What follows belongs to an exercise in optimizing a design on an open flow for small area, a short achievable clock period and few clock cycles; a production flow would make more cautious choices.
No run shown here included a check of the RTL's function; only the layout flow was run.
Power is estimated from default activity; no workload was simulated.

## flow/design.v (module list and top-level ports; edited modules follow where they fit)
// module alu_unit: 912 lines
module alu_unit(
    input clk,
    input rst,
    input in_valid,
    output in_ready,
    input [15:0] a,
    input [15:0] b,
    input [2:0] op,
    output reg out_valid,
    output reg [15:0] r
    );
  // ...
==> flow/flow/run.sh <==
#!/bin/bash
# Layout flow: the standard flow, except that synthesis maps with the
# ABC script in flow/abc_area.script (area-oriented mapping, no ABC
# buffering/upsizing; the resizer later fixes timing on the placed design).
# Then: buf_1 port buffers, clkbuf_8 clock buffers, and the resizer asked
# to leave 55 ns of setup slack. Each part logs to its own file.
set -e
rm -rf scripts_abc
cp -r "$FLOW_HOME/scripts" scripts_abc
cp flow/abc_area.script scripts_abc/abc_area.script
A=("BUFFER_PORTS_ARGS=-buffer_cell sky130_fd_sc_hd__buf_1" CTS_BUF_LIST=sky130_fd_sc_hd__clkbuf_8 SETUP_SLACK_MARGIN=55 )
bash standard.sh "${A[@]}" SCRIPTS_DIR=$PWD/scripts_abc synth > synth.log 2>&1
bash standard.sh "${A[@]}" finish > standard.log 2>&1
==> flow/flow/abc_area.script <==
strash
dch
map -a
strash
dch
map -a
strash
dch -f
map -a
topo
stime -c
==> flow/standard.sh <==
#!/bin/bash
# synth_recipe.tcl (not shown) runs the flow's synth.tcl, then flattens the netlist and writes it again
# the make line also repeats each setting of config.mk as NAME=value (left out here)
make -C /OpenROAD-flow-scripts/flow DESIGN_CONFIG=/design/flow/config.mk WORK_HOME=/design/flow/orfs CLKGATE_MAP_FILE= SYNTH_SCRIPT=/design/flow/synth_recipe.tcl "${@:-finish}"
==> flow/config.mk <==
export PLATFORM = sky130hd
export DESIGN_NAME = alu_unit
export DESIGN_NICKNAME = alu_unit
export VERILOG_FILES = /design/flow/design.v
export SDC_FILE = /design/flow/constraint.sdc
export NUM_CORES = 4
export LEC_CHECK = 0
export ABC_AREA = 1
export CAP_MARGIN = 20
export CORE_MARGIN = 2
export CORE_UTILIZATION = 40
export SLEW_MARGIN = 20
==> flow/constraint.sdc <==
create_clock -name core_clock -period 70.0 [get_ports {clk}]
set_input_delay 14.0000 -clock core_clock [delete_from_list [all_inputs] [get_ports {clk}]]
set_output_delay 14.0000 -clock core_clock [all_outputs]
set_load 0.01 [all_outputs]
==> impl_metrics.json, run 1 <==
{
  "path_max_fanout": 1,
  "synth-edff-count": 0,
  "hold_path.class": "reg -> reg",
  "power_frac_comb": 0.425,
  "cts-root-buf": "clkbuf_8",
  "numCtsBuffers": 17,
  "top_usage_layer": "met2",
  "dpl_cell_area_um2": 10060,
  "critical_path.endpoint": "r[7]",
  "post-route-min-period_ps": 14940,
  "status": "finished clean",
  "grt-ovfl-total": 0,
  "synth_area_leaders": "dfxtp_1, fa_1, ha_1",
  "async_flop_share": 0,
  "muxShareOfSynthArea": 0.007596,
  "crit_path_start_kind": "flop",
  "synth_area_um2": 9389,
  "drive_above_1_share": 0.08703,
  "yosysWarnings": 1,
  "max-clock-path-buffers": 2,
  "cp-end-kind": "output port",
  "final_common_cell": "nand2_1",
  "synthSimpleGateAreaFrac": 0.1266,
  "worst_hold_slack_ps": 319.9,
  "hold_buffers": 0,
  "yosys.area_share.adder": 0.3012,
  "criticalPathCategory": "reg -> out",
  "reg2reg_depth": 81,
  "inv_count": 134,
  "worstSetupStartpoint": "r[7]$_DFF_P_",
  "hold_viol": 0,
  "leakage_nw": 4.466,
  "top_power_group": "combinational cells"
}
==> run 2, diff against run 1 <==
--- a/flow/design.v
+++ b/flow/design.v
@@ -515,44 +515,57 @@
 assign s4[7] = p4_7_7 ^ g4_6_0;
 assign s4[8] = p4_8_8 ^ g4_7_0;
 assign s4[9] = p4_9_9 ^ g4_8_0;
 assign s4[10] = p4_10_10 ^ g4_9_0;
 assign s4[11] = p4_11_11 ^ g4_10_0;
 assign s4[12] = g4_11_0;
 wire sel4 = mul1 ? x_5[4] : (div1 & s4[12] & &y1[15:12]);
 wire [15:0] x_4 = sel4 ? {s4[11:0], x_5[3:0]} : x_5;
-wire xl3 = ~mul1 & x_4[3];
+reg [15:0] x2, y2;
+reg [15:4] q2;
+reg mul2, div2, add2, sub2, v2;
+always @(posedge clk) begin
+    x2 <= x_4;
+    y2 <= y1;
+    q2 <= {q1[15:9], sel8, sel7, sel6, sel5, sel4};
+    mul2 <= mul1;
+    div2 <= div1;
+    add2 <= add1;
+    sub2 <= sub1;
+    v2 <= v1 & ~rst;
+end
+wire xl3 = ~mul2 & x2[3];
 wire [13:0] s3;
-wire g3_0_0 = (xl3 & y1[0]) | ((div1 | sub1) & (xl3 ^ y1[0]));
-wire p3_0_0 = xl3 ^ y1[0];
-wire g3_1_1 = x_4[4] & y1[1];
-wire p3_1_1 = x_4[4] ^ y1[1];
-wire g3_2_2 = x_4[5] & y1[2];
-wire p3_2_2 = x_4[5] ^ y1[2];
-wire g3_3_3 = x_4[6] & y1[3];
-wire p3_3_3 = x_4[6] ^ y1[3];
-wire g3_4_4 = x_4[7] & y1[4];
-wire p3_4_4 = x_4[7] ^ y1[4];
-wire g3_5_5 = x_4[8] & y1[5];
-wire p3_5_5 = x_4[8] ^ y1[5];
-wire g3_6_6 = x_4[9] & y1[6];
-wire p3_6_6 = x_4[9] ^ y1[6];
-wire g3_7_7 = x_4[10] & y1[7];
-wire p3_7_7 = x_4[10] ^ y1[7];
-wire g3_8_8 = x_4[11] & y1[8];
-wire p3_8_8 = x_4[11] ^ y1[8];
-wire g3_9_9 = x_4[12] & y1[9];
-wire p3_9_9 = x_4[12] ^ y1[9];
-wire g3_10_10 = x_4[13] & y1[10];
-wire p3_10_10 = x_4[13] ^ y1[10];
-wire g3_11_11 = x_4[14] & y1[11];
-wire p3_11_11 = x_4[14] ^ y1[11];
-wire g3_12_12 = x_4[15] & y1[12];
-wire p3_12_12 = x_4[15] ^ y1[12];
+wire g3_0_0 = (xl3 & y2[0]) | ((div2 | sub2) & (xl3 ^ y2[0]));
+wire p3_0_0 = xl3 ^ y2[0];
+wire g3_1_1 = x2[4] & y2[1];
+wire p3_1_1 = x2[4] ^ y2[1];
+wire g3_2_2 = x2[5] & y2[2];
+wire p3_2_2 = x2[5] ^ y2[2];
+wire g3_3_3 = x2[6] & y2[3];
+wire p3_3_3 = x2[6] ^ y2[3];
+wire g3_4_4 = x2[7] & y2[4];
+wire p3_4_4 = x2[7] ^ y2[4];
+wire g3_5_5 = x2[8] & y2[5];
+wire p3_5_5 = x2[8] ^ y2[5];
+wire g3_6_6 = x2[9] & y2[6];
+wire p3_6_6 = x2[9] ^ y2[6];
+wire g3_7_7 = x2[10] & y2[7];
+wire p3_7_7 = x2[10] ^ y2[7];
+wire g3_8_8 = x2[11] & y2[8];
+wire p3_8_8 = x2[11] ^ y2[8];
+wire g3_9_9 = x2[12] & y2[9];
+wire p3_9_9 = x2[12] ^ y2[9];
+wire g3_10_10 = x2[13] & y2[10];
+wire p3_10_10 = x2[13] ^ y2[10];
+wire g3_11_11 = x2[14] & y2[11];
+wire p3_11_11 = x2[14] ^ y2[11];
+wire g3_12_12 = x2[15] & y2[12];
+wire p3_12_12 = x2[15] ^ y2[12];
 wire g3_1_0 = g3_1_1 | (p3_1_1 & g3_0_0);
 wire p3_1_0 = p3_1_1 & p3_0_0;
 wire g3_3_2 = g3_3_3 | (p3_3_3 & g3_2_2);
 wire p3_3_2 = p3_3_3 & p3_2_2;
 wire g3_5_4 = g3_5_5 | (p3_5_5 & g3_4_4);
 wire p3_5_4 = p3_5_5 & p3_4_4;
 wire g3_7_6 = g3_7_7 | (p3_7_7 & g3_6_6);
 wire p3_7_6 = p3_7_7 & p3_6_6;
@@ -581,75 +594,62 @@
 wire g3_6_0 = g3_6_6 | (p3_6_6 & g3_5_0);
 wire p3_6_0 = p3_6_6 & p3_5_0;
 wire g3_8_0 = g3_8_8 | (p3_8_8 & g3_7_0);
 wire p3_8_0 = p3_8_8 & p3_7_0;
 wire g3_10_0 = g3_10_10 | (p3_10_10 & g3_9_0);
 wire p3_10_0 = p3_10_10 & p3_9_0;
 wire g3_12_0 = g3_12_12 | (p3_12_12 & g3_11_0);
 wire p3_12_0 = p3_12_12 & p3_11_0;
-assign s3[0] = p3_0_0 ^ (div1 | sub1);
+assign s3[0] = p3_0_0 ^ (div2 | sub2);
 assign s3[1] = p3_1_1 ^ g3_0_0;
 assign s3[2] = p3_2_2 ^ g3_1_0;
 assign s3[3] = p3_3_3 ^ g3_2_0;
 assign s3[4] = p3_4_4 ^ g3_3_0;
 assign s3[5] = p3_5_5 ^ g3_4_0;
 assign s3[6] = p3_6_6 ^ g3_5_0;
 assign s3[7] = p3_7_7 ^ g3_6_0;
 assign s3[8] = p3_8_8 ^ g3_7_0;
 assign s3[9] = p3_9_9 ^ g3_8_0;
 assign s3[10] = p3_10_10 ^ g3_9_0;
 assign s3[11] = p3_11_11 ^ g3_10_0;
 assign s3[12] = p3_12_12 ^ g3_11_0;
 assign s3[13] = g3_12_0;
-wire sel3 = mul1 ? x_4[3] : (div1 & s3[13] & &y1[15:13]);
-wire [15:0] x_3 = sel3 ? {s3[12:0], x_4[2:0]} : x_4;
-reg [15:0] x2, y2;
-reg [15:3] q2;
-reg mul2, div2, add2, sub2, v2;
-always @(posedge clk) begin
-    x2 <= x_3;
-    y2 <= y1;
-    q2 <= {q1[15:9], sel8, sel7, sel6, sel5, sel4, sel3};
-    mul2 <= mul1;
-    div2 <= div1;
-    add2 <= add1;
-    sub2 <= sub1;
-    v2 <= v1 & ~rst;
-end
-wire xl2 = ~mul2 & x2[2];
+wire sel3 = mul2 ? x2[3] : (div2 & s3[13] & &y2[15:13]);
+wire [15:0] x_3 = sel3 ? {s3[12:0], x2[2:0]} : x2;
+wire xl2 = ~mul2 & x_3[2];
 wire [14:0] s2;
 wire g2_0_0 = (xl2 & y2[0]) | ((div2 | sub2) & (xl2 ^ y2[0]));
 wire p2_0_0 = xl2 ^ y2[0];
-wire g2_1_1 = x2[3] & y2[1];
-wire p2_1_1 = x2[3] ^ y2[1];
-wire g2_2_2 = x2[4] & y2[2];
-wire p2_2_2 = x2[4] ^ y2[2];
-wire g2_3_3 = x2[5] & y2[3];
-wire p2_3_3 = x2[5] ^ y2[3];
-wire g2_4_4 = x2[6] & y2[4];
-wire p2_4_4 = x2[6] ^ y2[4];
-wire g2_5_5 = x2[7] & y2[5];
-wire p2_5_5 = x2[7] ^ y2[5];
-wire g2_6_6 = x2[8] & y2[6];
-wire p2_6_6 = x2[8] ^ y2[6];
-wire g2_7_7 = x2[9] & y2[7];
-wire p2_7_7 = x2[9] ^ y2[7];
-wire g2_8_8 = x2[10] & y2[8];
-wire p2_8_8 = x2[10] ^ y2[8];
-wire g2_9_9 = x2[11] & y2[9];
-wire p2_9_9 = x2[11] ^ y2[9];
-wire g2_10_10 = x2[12] & y2[10];
-wire p2_10_10 = x2[12] ^ y2[10];
-wire g2_11_11 = x2[13] & y2[11];
-wire p2_11_11 = x2[13] ^ y2[11];
-wire g2_12_12 = x2[14] & y2[12];
-wire p2_12_12 = x2[14] ^ y2[12];
-wire g2_13_13 = x2[15] & y2[13];
-wire p2_13_13 = x2[15] ^ y2[13];
+wire g2_1_1 = x_3[3] & y2[1];
+wire p2_1_1 = x_3[3] ^ y2[1];
+wire g2_2_2 = x_3[4] & y2[2];
+wire p2_2_2 = x_3[4] ^ y2[2];
+wire g2_3_3 = x_3[5] & y2[3];
+wire p2_3_3 = x_3[5] ^ y2[3];
+wire g2_4_4 = x_3[6] & y2[4];
+wire p2_4_4 = x_3[6] ^ y2[4];
+wire g2_5_5 = x_3[7] & y2[5];
+wire p2_5_5 = x_3[7] ^ y2[5];
+wire g2_6_6 = x_3[8] & y2[6];
+wire p2_6_6 = x_3[8] ^ y2[6];
+wire g2_7_7 = x_3[9] & y2[7];
+wire p2_7_7 = x_3[9] ^ y2[7];
+wire g2_8_8 = x_3[10] & y2[8];
+wire p2_8_8 = x_3[10] ^ y2[8];
+wire g2_9_9 = x_3[11] & y2[9];
+wire p2_9_9 = x_3[11] ^ y2[9];
+wire g2_10_10 = x_3[12] & y2[10];
+wire p2_10_10 = x_3[12] ^ y2[10];
+wire g2_11_11 = x_3[13] & y2[11];
+wire p2_11_11 = x_3[13] ^ y2[11];
+wire g2_12_12 = x_3[14] & y2[12];
+wire p2_12_12 = x_3[14] ^ y2[12];
+wire g2_13_13 = x_3[15] & y2[13];
+wire p2_13_13 = x_3[15] ^ y2[13];
 wire g2_1_0 = g2_1_1 | (p2_1_1 & g2_0_0);
 wire p2_1_0 = p2_1_1 & p2_0_0;
 wire g2_3_2 = g2_3_3 | (p2_3_3 & g2_2_2);
 wire p2_3_2 = p2_3_3 & p2_2_2;
 wire g2_5_4 = g2_5_5 | (p2_5_5 & g2_4_4);
 wire p2_5_4 = p2_5_5 & p2_4_4;
 wire g2_7_6 = g2_7_7 | (p2_7_7 & g2_6_6);
 wire p2_7_6 = p2_7_7 & p2_6_6;
@@ -697,18 +697,18 @@
 assign s2[7] = p2_7_7 ^ g2_6_0;
 assign s2[8] = p2_8_8 ^ g2_7_0;
 assign s2[9] = p2_9_9 ^ g2_8_0;
 assign s2[10] = p2_10_10 ^ g2_9_0;
 assign s2[11] = p2_11_11 ^ g2_10_0;
 assign s2[12] = p2_12_12 ^ g2_11_0;
 assign s2[13] = p2_13_13 ^ g2_12_0;
 assign s2[14] = g2_13_0;
-wire sel2 = mul2 ? x2[2] : (div2 & s2[14] & &y2[15:14]);
-wire [15:0] x_2 = sel2 ? {s2[13:0], x2[1:0]} : x2;
+wire sel2 = mul2 ? x_3[2] : (div2 & s2[14] & &y2[15:14]);
+wire [15:0] x_2 = sel2 ? {s2[13:0], x_3[1:0]} : x_3;
 wire xl1 = ~mul2 & x_2[1];
 wire [15:0] s1;
 wire g1_0_0 = (xl1 & y2[0]) | ((div2 | sub2) & (xl1 ^ y2[0]));
 wire p1_0_0 = xl1 ^ y2[0];
 wire g1_1_1 = x_2[2] & y2[1];
 wire p1_1_1 = x_2[2] ^ y2[1];
 wire g1_2_2 = x_2[3] & y2[2];
 wire p1_2_2 = x_2[3] ^ y2[2];
@@ -898,16 +898,16 @@
 assign s0[11] = p0_11_11 ^ g0_10_0;
 assign s0[12] = p0_12_12 ^ g0_11_0;
 assign s0[13] = p0_13_13 ^ g0_12_0;
 assign s0[14] = p0_14_14 ^ g0_13_0;
 assign s0[15] = p0_15_15 ^ g0_14_0;
 assign s0[16] = g0_15_0;
 wire sel0 = mul2 ? x_1[0] : (div2 & s0[16] & 1'b1) | add2 | (sub2 & s0[16]);
 wire [15:0] x_0 = sel0 ? s0[15:0] : {x_1[15:1], xl0};
-wire [15:0] q = {q2[15:3], sel2, sel1, sel0};
+wire [15:0] q = {q2[15:4], sel3, sel2, sel1, sel0};
 wire [15:0] res = div2 ? q :
                   (mul2 | add2 | (sub2 & sel0)) ? x_0 : 16'd0;
 always @(posedge clk) begin
     r <= res;
     out_valid <= v2 & ~rst;
 end
 endmodule
==> run 2 against run 1 <==
Compared with the run above:
- still clean
- register-to-register slack gained 180 ps
- utilization is 0.55 points lower
- die area grew 0.52%
- synthesized area up 0.53%
- clock skew increased by 1.3 ps
- via count down 2.6%
- wire length shrank 2.4%
- combinational power shrank 4%
- critical path type unchanged
- critical endpoint is now r[9]
==> impl_metrics.json, run 2 <==
{
  "status": "finished clean",
  "ir_drop_uv": 13.09,
  "synth-edff-count": 0,
  "vias": 7214,
  "synth_flop_cell": "dfxtp_1",
  "ios": 56,
  "synth_common_cells": "nand2_1, clkinv_1, dfxtp_1",
  "reg2reg_depth": 80,
  "fmax_mhz": 66.82,
  "worst_slew_pin_slew_ps": 748.8,
  "postSynthCellCount": 1066,
  "grtUsageTotal": 0.1898,
  "clkSlewWorstSetupHoldPaths_ps": 100,
  "initial_core_util": 0.4045,
  "ant_nets": 0,
  "grt_max_degree": 32,
  "htree_levels": 4,
  "cts_tree": "yes",
  "leakage_nw": 4.481,
  "coreArea_um2": 23330,
  "worstPathArrival_ps": 970,
  "synth_area_um2": 9439,
  "setup-tns-final_ps": 0,
  "synth_cell_type_count": 38,
  "multi_input_area_um2": 6016,
  "syn_nets": 1282,
  "final_util": 0.4545,
  "hold_path.class": "reg -> reg",
  "critical_path.endpoint": "r[9]",
  "syn2layout_area_growth_pct": 12.34,
  "required_ps": 56000,
  "p_per_area_nw_per_um2": 26.71,
  "cts.sinks": 146,
  "drc_errors": 0,
  "die_area_um2": 24840,
  "wl_per_cell_um": 14.76,
  "finalWirelength_um": 21880,
  "critPathMaxStageDelay_ps": 370,
  "antenna_cells": 0,
  "worstSetupStartpoint": "r[9]$_DFF_P_",
  "antenna_found_initial": 0,
  "seqCellArea_um2": 2930,
  "yosysWarnings": 1,
  "numCtsBuffers": 17,
  "cp_num_cells": 1,
  "nFillCells": 2309,
  "post-route-min-period_ps": 14970,
  "drive_above_1_share": 0.07990,
  "synth_top_area_frac": 0.3097,
  "reg2reg_slack_ps": 56390,
  "rows": 56,
  "clock_skew_ps": 22.24,
  "avgSynthCellArea_um2": 8.855,
  "crit_buf_inv": 1,
  "die_h_um": 157.6,
  "nets": 1367,
  "async_flop_share": 0,
  "final_common_cell": "nand2_1",
  "clock_latency_ps": 460,
  "place_hpwl_um": 17880,
  "grt_pass1_vias": 7293,
  "dieWidth_um": 157.6,
  "ys_seq_area_frac": 0.3097,
  "numPortBuffers": 54,
  "grt_pass1_wl_um": 36490,
  "synth.most_common_cell": "nand2_1",
  "hold_viol": 0,
  "crit_path_start_kind": "flop",
  "finalMaxSlewViolations": 0,
  "synth_area_leaders": "dfxtp_1, fa_1, ha_1",
  "critPathSlowestCell": "dfxtp_2",
  "criticalPathCategory": "reg -> out",
  "cts-root-buf": "clkbuf_8",
  "cp-end-kind": "output port",
  "yosysTopAreaCell": "dfxtp_1",
  "path_max_fanout": 1,
  "period_share": 0.2138,
  "drv_cap": 0,
  "mostFrequentLayoutCells": "nand2_1, clkinv_1, dfxtp_1",
  "ys_ff_latch": 146,
  "relSlewSlack": 0.4991,
  "drtIter0Drc": 329,
  "grt-ovfl-total": 0,
  "rr_startpoint": "div2$_DFF_P_",
  "first_pass_iters": 5,
  "rr_endpoint": "r[0]$_DFF_P_",
  "path_delay_family": "flip-flops",
  "max-clock-path-buffers": 2,
  "finalSetupViolCount": 0,
  "gp_congestion": 0.9202,
  "rsz0062_at_grt": "yes",
  "path_cells": "buf_2",
  "vias_per_cell": 4.864
}
-- run 2: kinds of logic (layout without fill, tap and decap cells) --
group,after synthesis,count (layout),share of synthesized area
flip-flops,146,146,0.3096
adder cells (fa/ha/maj),178,178,0.2996
multiplexers,5,5,0.005567
AND/OR/NAND/NOR,294,294,0.1246
XOR/XNOR,68,68,0.06310
buffers and inverters,148,246,0.05925
AO/OA/AOI/OAI,226,226,0.1379
other,1,1,0.0003973
-- run 2: report_power, final --
part,switching [W],internal (W)
Combinational,0.0000676,0.0000516
Clock,0.0000359,0.0000276
Sequential,0.00000933,0.0000911
Total,0.000113,0.000170
-- run 2: metrics by stage --
stage	cells	setup slack (ps)	hold slack, ps	total power, W	instance area (µm²)
after floorplan	1066	55370	309.6	0.0001916	9439
after global placement	1447	55240	311.4	0.0002187	10100
after detailed placement	1447	54750	312.1	0.0002205	10100
after CTS	1479	54970	321.9	0.0002845	10490
after global routing	1483	54960	332.2	0.0003101	10600
final	1483	55030	313.7	0.0002832	10600
-- run 2: area by class of cell --
class | count | share of cell area
multi-input combinational | 772 | 0.5673
sequential | 146 | 0.2763
inverter | 147 | 0.05404
tap | 319 | 0.03764
timing repair buffer | 66 | 0.02903
clock buffer | 19 | 0.02466
clock inverter | 13 | 0.01050
timing repair inverter | 1 | 0.0004720
-- run 2: timing repair --
item                                    CTS  global route
gates cloned                              0             1
setup buffers                             0             3
endpoints found under the setup margin   22            40
gates resized for setup                  12            26
hold buffers                              0             0
-- run 2: how the worst min path moves through the flow --
stage                   start       endpoint  slack [ps]  depth (start not counted)
4_1_cts        a_q[3]$_DFF_P_  x1[3]$_DFF_P_         320                          0
3_3_place_gp   a_q[8]$_DFF_P_  x1[8]$_DFF_P_         310                          0
6_report       a_q[3]$_DFF_P_  x1[3]$_DFF_P_         310                          0
3_5_place_dp    x1[2]$_DFF_P_  x2[2]$_DFF_P_         310                          0
5_1_grt        a_q[3]$_DFF_P_  x1[3]$_DFF_P_         330                          0
2_1_floorplan    add1$_DFF_P_   add2$_DFF_P_         310                          0
-- run 2: per-layer routing --
metal	track usage	part of all wire	vias up
met3	0.02737	0.035	35
met1	0.2397	0.45	3351
met5	0	0	-
met2	0.3288	0.49	150
met4	0.07186	0.027	0
li1	-	-	3678
==> run 3, diff against run 2 <==
==> flow/flow/abc_area.script (replaced) <==
strash
dch
map -a
strash
dch
amap
topo
stime -c
==> run 3 against run 2 <==
Compared with the run above:
- fmax up 0.26%
- clock skew shrank 3.6 ps
- highest routed layer unchanged
- critical path depth stayed put
- register-to-register slack worse by 240 ps
- worst setup slack better by 38 ps
- wire length up 3.0%
- hold slack better by 9.0 ps
- largest power group unchanged
==> impl_metrics.json, run 3 <==
{
  "rr_startpoint": "op_q[1]$_DFF_P_",
  "path_delay_family": "flip-flops",
  "finalMaxSlewViolations": 0,
  "path_cells": "buf_1",
  "die_area_um2": 24030,
  "antenna_cells": 0,
  "max-clock-path-buffers": 2,
  "cts_tree": "yes",
  "nFillCells": 2183,
  "mostFrequentLayoutCells": "dfxtp_1, clkinv_1, ha_1",
  "place_hpwl_um": 18120,
  "leakage_nw": 4.159,
  "final_util": 0.4608,
  "worstPathArrival_ps": 930,
  "ir_drop_uv": 12.73,
  "clkSlewWorstSetupHoldPaths_ps": 90,
  "drc_errors": 0,
  "rsz0062_at_grt": "yes",
  "setup-tns-final_ps": 0,
  "criticalPathCategory": "reg -> out",
  "cp-end-kind": "output port",
  "numPortBuffers": 54,
  "drtIter0Drc": 349,
  "grtUsageTotal": 0.1948,
  "yosysTopAreaCell": "dfxtp_1",
  "reg2reg_slack_ps": 56150,
  "hold_path.class": "reg -> reg",
  "ant_nets": 0,
  "drive_above_1_share": 0.07885,
  "path_max_fanout": 1,
  "period_share": 0.2133,
  "numCtsBuffers": 17,
  "rows": 55,
  "reg2reg_depth": 63,
  "relSlewSlack": 0.4541,
  "antenna_found_initial": 0,
  "grt_max_degree": 35,
  "syn2layout_area_growth_pct": 13.66,
  "critPathMaxStageDelay_ps": 330,
  "yosysWarnings": 1,
  "first_pass_iters": 5,
  "synth_cell_type_count": 38,
  "ios": 56,
  "ys_seq_area_frac": 0.3204,
  "critPathSlowestCell": "dfxtp_1",
  "synth_common_cells": "dfxtp_1, clkinv_1, ha_1",
  "gp_congestion": 0.8744,
  "initial_core_util": 0.4054,
  "final_common_cell": "dfxtp_1",
  "nets": 1281,
  "finalPower_w": 0.0002677,
  "async_flop_share": 0,
  "coreArea_um2": 22500,
  "worst_hold_slack_ps": 322.8,
  "wl_per_cell_um": 16.54,
  "hold_viol": 0,
  "postSynthCellCount": 979,
  "finalSetupViolCount": 0,
  "dp.cells": 1326,
  "clock_skew_ps": 18.66,
  "critical_path.endpoint": "r[15]",
  "fin_cells": 1363,
  "dieWidth_um": 155.0,
  "grt_pass1_wl_um": 36450,
  "synth_flop_cell": "dfxtp_1",
  "avgSynthCellArea_um2": 9.319,
  "synth_area_um2": 9124,
  "worst_slew_pin_slew_ps": 813.4,
  "crit_buf_inv": 1,
  "post-route-min-period_ps": 14930,
  "synth.most_common_cell": "dfxtp_1",
  "p_per_area_nw_per_um2": 25.82,
  "synth_top_area_frac": 0.3204,
  "synth_area_leaders": "dfxtp_1, fa_1, ha_1",
  "grt-ovfl-total": 0,
  "status": "finished clean",
  "fmax_mhz": 66.99,
  "drv_cap": 0,
  "ys_ff_latch": 146,
  "required_ps": 56000,
  "vias_per_cell": 5.228,
  "cts-root-buf": "clkbuf_8",
  "rr_endpoint": "x1[10]$_DFF_P_",
  "vias": 7126,
  "grt_pass1_vias": 6874,
  "synth-edff-count": 0,
  "finalWirelength_um": 22540,
  "cp_num_cells": 1,
  "crit_path_start_kind": "flop",
  "die_h_um": 155.0,
  "clock_latency_ps": 470,
  "worstSetupStartpoint": "r[15]$_DFF_P_",
  "htree_levels": 4,
  "hold_buffers": 0,
  "cts.sinks": 146,
  "syn_nets": 1195
}
## run 3: timing repair
action / in CTS / in global routing
gates resized for setup: 17 / 36
pin swaps: 0 / 1
endpoints found under the hold margin: 0 / 0
setup endpoints to repair: 34 / 37
buffers inserted: 0 / 5
## run 3: cell type report
class	count	area (µm²)	area share
Multi-Input combinational cell	696	5873	0.5664
Sequential cell	146	2923	0.2819
Inverter	136	525.5	0.05068
Tap cell	285	356.6	0.03439
Timing Repair Buffer	68	307.8	0.02968
Clock buffer	18	247.7	0.02389
Clock inverter	14	136.4	0.01315
## run 3: worst min path at each step
stage                    end           start  slack [ps]  cells after the start
6_report       x1[2]$_DFF_P_  a_q[2]$_DFF_P_         320                      0
5_1_grt        x1[2]$_DFF_P_  a_q[2]$_DFF_P_         330                      0
4_1_cts        x1[2]$_DFF_P_  a_q[2]$_DFF_P_         330                      0
3_5_place_dp   x2[1]$_DFF_P_   x1[1]$_DFF_P_         310                      0
3_3_place_gp   x2[1]$_DFF_P_   x1[1]$_DFF_P_         310                      0
2_1_floorplan   add2$_DFF_P_    add1$_DFF_P_         310                      0
## run 3: per-layer routing
metal / wire length, µm / share of wire / GRT usage
met5: 0 / 0 / 0
met4: 440 / 0.020 / 0.05379
met3: 883 / 0.039 / 0.03705
met2: 10750 / 0.48 / 0.3204
met1: 10470 / 0.46 / 0.2633
## run 3: logic make-up after synthesis
family / after synthesis / share of synthesized area
xor+xnor: 4 / 0.003839
flops: 146 / 0.3204
other cells: 1 / 0.0004110
compound gates: 314 / 0.2156
fa+ha+maj: 178 / 0.3099
buf+inv: 137 / 0.05677
simple gates: 199 / 0.09312
## run 3: stage by stage
stage | area [µm²] | setup WS [ps]
2_1_floorplan | 9124 | 55490
3_3_place_gp | 9746 | 53440
3_5_place_dp | 9746 | 53480
4_1_cts | 10190 | 55030
5_1_grt | 10370 | 54970
6_report | 10370 | 55070
## run 3: report_power, final
part           total [W]  internal (W)  switching [W]
Combinational   0.000105     0.0000442      0.0000612
Sequential     0.0000975     0.0000901     0.00000742
Clock          0.0000648     0.0000273      0.0000375
==> run 4, diff against run 3 <==
==> flow/flow/abc_area.script (replaced) <==
strash
dch
amap
strash
dch
amap
topo
stime -c
==> run 4 against run 3 <==
Compared with the run above:
- hold slack better by 9.3 ps
- global-route usage up 1.2 points
- utilization is 0.26 points higher
- flip-flop and latch count unchanged
- sequential share of layout area barely moved
- first-iteration DRC count is 30% higher
==> impl_metrics.json, run 4 <==
{
  "dieWidth_um": 154.7,
  "finalMaxSlewViolations": 0,
  "grt_pass1_vias": 7237,
  "final_common_cell": "dfxtp_1",
  "clock_skew_ps": 20.35,
  "multi_input_area_um2": 5809,
  "drive_above_1_share": 0.08924,
  "power_frac_clock": 0.241,
  "path_cells": "buf_2",
  "grt-ovfl-total": 0,
  "finalWirelength_um": 23660,
  "grt_pass1_wl_um": 38380,
  "critPathMaxStageDelay_ps": 370,
  "rr_endpoint": "x1[14]$_DFF_P_",
  "period_share": 0.2138,
  "clkSlewWorstSetupHoldPaths_ps": 80,
  "gp_congestion": 0.9471,
  "cts-root-buf": "clkbuf_8",
  "nets": 1290,
  "numPortBuffers": 54,
  "cp_num_cells": 1,
  "synth_flop_cell": "dfxtp_1",
  "worst_hold_slack_ps": 332.1,
  "coreArea_um2": 22430,
  "vias_per_cell": 5.321,
  "synth_area_leaders": "dfxtp_1, fa_1, ha_1",
  "die_area_um2": 23930,
  "postSynthCellCount": 976,
  "yosysTopAreaCell": "dfxtp_1",
  "grt_max_degree": 26,
  "dp.cells": 1324,
  "htree_levels": 4,
  "p_sw_frac": 0.3994,
  "async_flop_share": 0,
  "crit_path_start_kind": "flop",
  "numCtsBuffers": 17,
  "synth_top_area_frac": 0.3218,
  "vias": 7301,
  "synth.most_common_cell": "dfxtp_1",
  "reg2reg_slack_ps": 56200,
  "crit_buf_inv": 1,
  "holdPathStages": 0,
  "drtIter0Drc": 453,
  "seqCellArea_um2": 2929,
  "cts_tree": "yes",
  "worstSetupStartpoint": "r[8]$_DFF_P_",
  "antenna_cells": 0,
  "switching_power_w": 0.0001125,
  "p_per_area_nw_per_um2": 27.10,
  "initial_core_util": 0.4049,
  "hold_viol": 0,
  "criticalPathCategory": "reg -> out",
  "leakage_nw": 4.175,
  "fmax_mhz": 66.81,
  "hold_start": "q1[9]$_DFF_P_",
  "ir_drop_uv": 16.74,
  "hold_buffers": 0,
  "ys_seq_area_frac": 0.3218,
  "wl_per_cell_um": 17.25,
  "rows": 55,
  "synth_common_cells": "dfxtp_1, clkinv_1, nor2_1",
  "finalSetupViolCount": 0,
  "yosysWarnings": 1,
  "hold_end": "q2[9]$_DFF_P_",
  "drv_cap": 0,
  "drc_errors": 0,
  "worst_slew_pin_slew_ps": 736.9,
  "cp-end-kind": "output port",
  "syn2layout_area_growth_pct": 14.48,
  "die_h_um": 154.7,
  "syn_nets": 1192,
  "first_pass_iters": 6,
  "synth_area_um2": 9082,
  "path_delay_family": "flip-flops",
  "pre_cts_ws_ps": 54350,
  "rsz0062_at_grt": "no",
  "required_ps": 56000,
  "cts.sinks": 146,
  "relSlewSlack": 0.5087,
  "ys_ff_latch": 146,
  "clock_latency_ps": 470,
  "nFillCells": 2177,
  "post-route-min-period_ps": 14970,
  "finalWorstSetupSlack_ps": 55030,
  "synth-edff-count": 0,
  "mostFrequentLayoutCells": "dfxtp_1, clkinv_1, nor2_1",
  "power_frac_comb": 0.409,
  "seqPwrFrac": 0.351,
  "ios": 56,
  "place_hpwl_um": 18310,
  "avgSynthCellArea_um2": 9.306,
  "status": "finished clean",
  "setup-tns-final_ps": 0,
  "synth_cell_type_count": 39,
  "critPathSlowestCell": "dfxtp_2",
  "fin_cells": 1372,
  "rr_startpoint": "op_q[0]$_DFF_P_",
  "antenna_found_initial": 0,
  "reg2reg_depth": 61,
  "path_max_fanout": 1,
  "grtUsageTotal": 0.2073,
  "final_util": 0.4635,
  "p_int_w": 0.0001692,
  "max-clock-path-buffers": 2,
  "hold_path.class": "reg -> reg",
  "worstPathArrival_ps": 970,
  "ant_nets": 0
}
run 4: changes by cell type after synthesis, sizes merged, moves of 6 or more:
cell,change
a32o,+6
o21ai,-21
a22o,-7
a21oi,+14
o22a,+8
clkinv,-8
nor2,+25
run 4: power by group through the flow:
stage | sequential, W | clock [W] | combinational [W]
after detailed placement | 0.000101 | 0 | 0.000109
after floorplan | 0.0000977 | 0 | 0.0000836
after global routing | 0.0000998 | 0.0000726 | 0.000133
after CTS | 0.0000989 | 0.0000693 | 0.000111
final | 0.0000988 | 0.0000678 | 0.000115
after global placement | 0.000101 | 0 | 0.000108
run 4: final cells by class:
cell class | instances | area share
Timing Repair inverter | 2 | 0.0009627
Multi-Input combinational cell | 701 | 0.5587
Timing Repair Buffer | 78 | 0.03779
Inverter | 128 | 0.04789
Sequential cell | 146 | 0.2817
Clock inverter | 15 | 0.01613
Tap cell | 285 | 0.03430
Clock buffer | 17 | 0.02250
run 4: repair_timing:
item,CTS,global route
endpoints found under the hold margin,0,0
resized for setup,10,32
gates cloned,0,2
setup buffers,4,10
endpoints found under the setup margin,27,42
pin swaps,1,2
run 4: worst max path at each step:
stage                               end  slack [ps]
final                              r[8]       55030
after global routing      r[13]$_DFF_P_       54990
after CTS                         r[11]       55010
after detailed placement  r[15]$_DFF_P_       54350
after global placement    r[15]$_DFF_P_       54630
after floorplan           r[11]$_DFF_P_       55320
run 4: per-layer routing:
metal,GRT usage,up-vias,wire (µm)
li1,-,3654,-
met1,0.2788,3418,10930
met2,0.3427,186,11140
met3,0.03278,43,1007
met4,0.06790,0,580
met5,0,-,0
run 4: stage by stage:
stage | area (µm²) | total power [W]
after floorplan | 9105 | 0.0001813
after global placement | 9732 | 0.0002085
after detailed placement | 9732 | 0.0002099
after CTS | 10190 | 0.0002791
after global routing | 10400 | 0.0003059
final | 10400 | 0.0002818
run 4: cell families (layout without fill, tap and decap cells):
| family | Yosys count | in the layout | share of synthesized area |
|---|---|---|---|
| buffers and inverters | 129 | 240 | 0.05373 |
| AOI/OAI and AO/OA | 310 | 310 | 0.2164 |
| adders and majority gates | 178 | 178 | 0.3113 |
| and+or+nand+nor | 212 | 212 | 0.09630 |
| other | 1 | 1 | 0.0004129 |
| DFF | 146 | 146 | 0.3218 |

## re-timing with driven ports
No port has a modelled driver above. Below, the same layouts with a new extraction and two added sets of constraints. Step 1 (the two cells are an assumption about what drives the block):
set clk [get_ports {clk}]
set_driving_cell -lib_cell sky130_fd_sc_hd__clkbuf_16 $clk
set_driving_cell -lib_cell sky130_fd_sc_hd__buf_2 [delete_from_list [all_inputs] $clk]
Step 2 moves the port delays by t, midway between the first and last clock arrival at a register: inputs arrive t later, outputs are due t later. That takes back most of the time a late clock gives input paths. a / b / c = ideal / step 1 / step 2; a / b = the first two.
| run | shift t [ns] | setup WS [ns] | worst setup path after step 2 | worst slew at a driven data input, ns |
|---|---|---|---|---|
| run 1 | 0.493 | 55.056 / 55.020 / 55.513 | register to output | 0.03 |
| run 2 | 0.493 | 55.034 / 54.995 / 55.488 | register to output | 0.03 |
| run 3 | 0.495 | 55.072 / 55.031 / 55.526 | register to output | 0.03 |
| run 4 | 0.498 | 55.032 / 54.995 / 55.493 | register to output | 0.03 |
After both steps every run listed still meets setup and hold.
